This design comes from an exercise in tuning for small area and a short achievable clock period on the open sky130 flow, not from production work.
The RTL was checked by simulation tests, not by an equivalence proof against the original design.
The flow treats the clock pin as an ideal source, which a real chip does not have.
Power and IR drop assume default switching activity.

== run A ==
## simple_cpu
module simple_cpu (clk, rst, instruction, regfile_a, regfile_b, regfile_c, regfile_d);
    input clk, rst;
    input [19:0] instruction;
    output [7:0] regfile_a, regfile_b, regfile_c, regfile_d;
    wire [7:0] operand1, operand_b, store_data, result, data_out;
    wire [3:0] lo_next;
    wire [7:0] hi_next;
    wire alu_cin, alu_en, w_r;
    alu alu1 (clk, operand1, operand_b, alu_cin, alu_en, result, lo_next, hi_next);
    reg_mem data_memory (lo_next, hi_next, store_data, w_r, clk, data_out);
    CU CU1 (clk, rst, instruction, result, data_out, operand1, operand_b, store_data,
            alu_cin, alu_en, w_r, regfile_a, regfile_b, regfile_c, regfile_d);
endmodule
export LEC_CHECK = 0
export ABC_AREA = 0
export CAP_MARGIN = 20
export CORE_MARGIN = 2
export CORE_UTILIZATION = 70
export SETUP_SLACK_MARGIN = 2.4
export SLEW_MARGIN = 20
export TNS_END_PERCENT = 10
create_clock -name core_clock -period 4.0 [get_ports {clk}]
standard.sh (not shown) runs the stock make flow with config.mk's settings and CLKGATE_MAP_FILE= SYNTH_SCRIPT=/design/flow/synth_recipe.tcl, a recipe that flattens the netlist after the stock synthesis.
==> flow/flow/run.sh <==
#!/bin/bash
# The standard ORFS layout (standard.sh) with:
# - port buffers of buf_2 instead of the resizer's default delay cell;
# - CTS without dummy loads, built from clkbuf_8 in sink clusters of 16;
# - timing repair allowed to change a cell's footprint when sizing;
# - no full/half-adder cell extraction in synthesis (ABC maps the adder);
# - after CTS and after global routing, greedy gate sizing on the worst path
#   (post_cts.tcl, post_grt.tcl, gsize.tcl).
# Each tool's log stays under orfs/logs; make's own output goes to flow.log.
set -euo pipefail
export BUFFER_PORTS_ARGS="-buffer_cell sky130_fd_sc_hd__buf_2"
export CTS_ARGS="-sink_clustering_enable -repair_clock_nets -dont_use_dummy_load -buf_list sky130_fd_sc_hd__clkbuf_8 -sink_clustering_size 16 -sink_clustering_max_diameter 40"
export POST_CTS_TCL="$PWD/flow/post_cts.tcl"
export POST_GLOBAL_ROUTE_TCL="$PWD/flow/post_grt.tcl"
bash standard.sh MATCH_CELL_FOOTPRINT=0 ADDER_MAP_FILE= finish > flow.log 2>&1
==> flow/flow/gsize.tcl <==
set ::gs_est {estimate_parasitics -placement}
proc gs_estimate {} { eval $::gs_est }
# Greedy gate sizing on the worst setup path, run after CTS (placement
# parasitics). Each step tries every other drive strength of each cell on the
# current worst path and keeps the one change that most improves that path's
# endpoint slack without lowering the design's worst slack. Stops at the target
# slack, after max steps, or when no change helps.
proc gs_alts {inst} {
  set lc [$inst liberty_cell]
  if {$lc == "NULL"} { return {} }
  set n [get_name $lc]
  if {![regexp {^(sky130_fd_sc_hd__[a-z0-9]+)_([0-9]+)$} $n -> base drv]} { return {} }
  if {[string match "*clkbuf*" $base] || [string match "*clkinv*" $base] || [string match "*dlygate*" $base] || [string match "*clkdly*" $base]} { return {} }
  set out {}
  foreach c [get_lib_cells */${base}_*] {
    set cn [get_name $c]
    if {$cn != $n && [regexp "^${base}_\[0-9\]+\$" $cn]} { lappend out $cn }
  }
  return $out
}
proc gs_end_slack {pe} { return [$pe slack] }
proc gs_run {target max_steps} {
  set eps 1e-12
  set steps 0
  while {$steps < $max_steps} {
    set wns [sta::worst_slack_cmd max]
    if {$wns >= $target} { break }
    set pe [lindex [find_timing_paths -path_delay max -group_path_count 1] 0]
    set eppin [lindex [[$pe path] pins] 0]
    set ep_slack [$pe slack]
    set insts {}
    set epinst [sta::Pin_instance $eppin]
    set epname [get_full_name $eppin]
    foreach p [[$pe path] pins] {
      set inst [sta::Pin_instance $p]
      if {$inst == "NULL" || $inst == $epinst || [$inst liberty_cell] == "NULL"} { continue }
      if {[lsearch -exact $insts $inst] < 0} { lappend insts $inst }
    }
    set best_gain 0.0; set best_inst ""; set best_cell ""
    foreach inst $insts {
      set nm $inst
      set cur [get_name [$inst liberty_cell]]
      foreach alt [gs_alts $inst] {
        replace_cell $inst $alt
        gs_estimate
        set w2 [sta::worst_slack_cmd max]
        if {[catch {set s2 [get_property [sta::find_pin $epname] slack_max]} err]} { puts "ERR $err [get_full_name $inst] $alt"; set s2 -1000 }
        set s2 [expr {$s2 * 1e-9}]
        replace_cell $inst $cur
        set gain [expr {min($s2, 10.0) - $ep_slack}]
        if {$w2 >= $wns - $eps && $gain > $best_gain + 1e-12} {
          set best_gain $gain; set best_inst $nm; set best_cell $alt
        }
      }
    }
    if {$best_inst == ""} { break }
    replace_cell $best_inst $best_cell
    gs_estimate
    incr steps
  }
  puts "gsize: $steps changes, worst slack [sta::worst_slack_cmd max]"
}
==> flow/flow/post_grt.tcl <==
# After global routing: greedy drive-strength sizing on the worst setup path
# with global-route parasitics (gsize.tcl), then legalize and reroute the
# changed nets incrementally.
source [file join [file dirname [info script]] gsize.tcl]
set ::gs_est {estimate_parasitics -global_routing}
global_route -start_incremental
estimate_parasitics -global_routing
puts "post_grt: worst slack before [sta::worst_slack_cmd max]"
gs_run 2.6e-9 300
detailed_placement
global_route -end_incremental
estimate_parasitics -global_routing
puts "post_grt: worst slack after [sta::worst_slack_cmd max]"
Other scripts of this flow, unchanged in this note and not shown: flow/flow/post_cts.tcl
#### Input delta (run B over run A)
- SETUP_SLACK_MARGIN: 2.4 -> 2.3
diff --git a/flow/flow/run.sh b/flow/flow/run.sh
--- a/flow/flow/run.sh
+++ b/flow/flow/run.sh
@@ -6,4 +6,3 @@
 # - no full/half-adder cell extraction in synthesis (ABC maps the adder);
-# - after CTS and after global routing, greedy gate sizing on the worst path
-#   (post_cts.tcl, post_grt.tcl, gsize.tcl).
+# - after CTS, greedy gate sizing on the worst path (post_cts.tcl, gsize.tcl).
 # Each tool's log stays under orfs/logs; make's own output goes to flow.log.
@@ -13,3 +12,2 @@
 export POST_CTS_TCL="$PWD/flow/post_cts.tcl"
-export POST_GLOBAL_ROUTE_TCL="$PWD/flow/post_grt.tcl"
 bash standard.sh MATCH_CELL_FOOTPRINT=0 ADDER_MAP_FILE= finish > flow.log 2>&1
diff --git a/flow/flow/gsize.tcl b/flow/flow/gsize.tcl
--- a/flow/flow/gsize.tcl
+++ b/flow/flow/gsize.tcl
@@ -1,3 +1 @@
-set ::gs_est {estimate_parasitics -placement}
-proc gs_estimate {} { eval $::gs_est }
 # Greedy gate sizing on the worst setup path, run after CTS (placement
@@ -44,3 +42,3 @@
         replace_cell $inst $alt
-        gs_estimate
+        estimate_parasitics -placement
         set w2 [sta::worst_slack_cmd max]
@@ -57,3 +55,3 @@
     replace_cell $best_inst $best_cell
-    gs_estimate
+    estimate_parasitics -placement
     incr steps
removed: flow/flow/post_grt.tcl
Findings:
- Run B: post-layout utilization of the core is 2.0 points lower than what run A reported.
- Run B against run A; highest ir drop seen on vdd is down slightly.
- The higher net switching share of the total power of run A and run B is in run A.
- Taking run A as the reference, in run B global-route usage saw a decrease; share of total power in combinational logic saw a decrease; setup slack saw a decrease; headroom to the max-slew limit saw a decrease.
- Run B vs run A: design area down in run B
- Between run B and run A, it is run B whose total power is lower, by 0.080 mW.
Changes in run C relative to run B:
- changing SETUP_SLACK_MARGIN from 2.3 to 2.45
diff --git a/flow/flow/run.sh b/flow/flow/run.sh
--- a/flow/flow/run.sh
+++ b/flow/flow/run.sh
@@ -6,3 +6,4 @@
 # - no full/half-adder cell extraction in synthesis (ABC maps the adder);
-# - after CTS, greedy gate sizing on the worst path (post_cts.tcl, gsize.tcl).
+# - after CTS and after global routing, greedy gate sizing on the worst path
+#   (post_cts.tcl, post_grt.tcl, gsize.tcl).
 # Each tool's log stays under orfs/logs; make's own output goes to flow.log.
@@ -12,2 +13,3 @@
 export POST_CTS_TCL="$PWD/flow/post_cts.tcl"
+export POST_GLOBAL_ROUTE_TCL="$PWD/flow/post_grt.tcl"
 bash standard.sh MATCH_CELL_FOOTPRINT=0 ADDER_MAP_FILE= finish > flow.log 2>&1
diff --git a/flow/flow/gsize.tcl b/flow/flow/gsize.tcl
--- a/flow/flow/gsize.tcl
+++ b/flow/flow/gsize.tcl
@@ -1 +1,3 @@
+set ::gs_est {estimate_parasitics -placement}
+proc gs_estimate {} { eval $::gs_est }
 # Greedy gate sizing on the worst setup path, run after CTS (placement
@@ -42,3 +44,3 @@
         replace_cell $inst $alt
-        estimate_parasitics -placement
+        gs_estimate
         set w2 [sta::worst_slack_cmd max]
@@ -55,3 +57,3 @@
     replace_cell $best_inst $best_cell
-    estimate_parasitics -placement
+    gs_estimate
     incr steps
==> flow/flow/post_grt.tcl (new file) <==
# After global routing: greedy drive-strength sizing on the worst setup path
# with global-route parasitics (gsize.tcl), then legalize and reroute the
# changed nets incrementally.
source [file join [file dirname [info script]] gsize.tcl]
set ::gs_est {estimate_parasitics -global_routing}
global_route -start_incremental
estimate_parasitics -global_routing
puts "post_grt: worst slack before [sta::worst_slack_cmd max]"
gs_run 2.6e-9 300
detailed_placement
global_route -end_incremental
estimate_parasitics -global_routing
puts "post_grt: worst slack after [sta::worst_slack_cmd max]"
Notes after the runs:
In the tables for run B and run C, wire length of the first global-routing pass reads higher with run C. Summary: with run B as the reference, routed length on met2 in run C moved up by more than 10%. Run B has lower via density per instance than run C. Run C — required time of the critical path 0.22 ns higher, run B as reference. Comparing run B and run C, the lower total power is on run B. From run B to run C the numbers moved as follows: number of cell rows saw little to no change; combinational cell fraction of total power saw an increase. Startpoint of the most critical setup path: CU1.w_r -> run B, CU1.operand1[3] -> run C. Looking at cell area, run C sits 5.4% higher than run B does. Run C: post-detailed-routing wire length higher than run B. Run B leaves less setup margin than run C. Every stage of the flow completed for run C, and the final layout passed the timing, design-rule and antenna checks.
Changes in run D relative to run C:
- swapping 2.45 for 2.35 in SETUP_SLACK_MARGIN
[summary]
Origin of the worst setup path = regfile_a[2]: run D; origin of the worst setup path = CU1.operand1[3]: run C. Changes observed in run D relative to run C: minimum clock period decreased by 0.018 ns relative to the old numbers; sequential power closely matched the old numbers; count of non-CTS buffers in the layout decreased by 6 relative to the old numbers; number of antenna violations at the first check in global routing closely matched the old numbers.

==> separate check: timing with driven ports <==
The flow's constraints put no driver on any port. The routed layouts listed below were extracted and timed again, unchanged, in two steps. Step 1: set_driving_cell puts a clkbuf_16 on clk and a buf_2 on each other input, an assumption about the parent block. Step 2 adds t to the input delays and takes it off the output delays; t is the mean of the earliest and latest rising clock arrival at the registers after step 1. Input paths then give back, and output paths get back, about the clock's delay inside the block. Three values: ideal ports, drivers, drivers and shift; two values: the first two.
run	shift t [ns]	slack for setup (ns)	worst data-port slew with drivers (ns)	pins driven straight from the clock port
run A	0.599	2.170 / 2.124 / 1.658	0.08	1
run B	0.591	2.099 / 2.099 / 1.621	0.04	1
run C	0.591	2.140 / 2.131 / 1.700	0.07	1
run D	0.593	2.159 / 2.113 / 1.664	0.07	1
After both steps every run listed still meets setup and hold. For run A, which loses most, drivers alone change the setup slack by -0.046 ns; drivers and shift together by -0.512 ns.
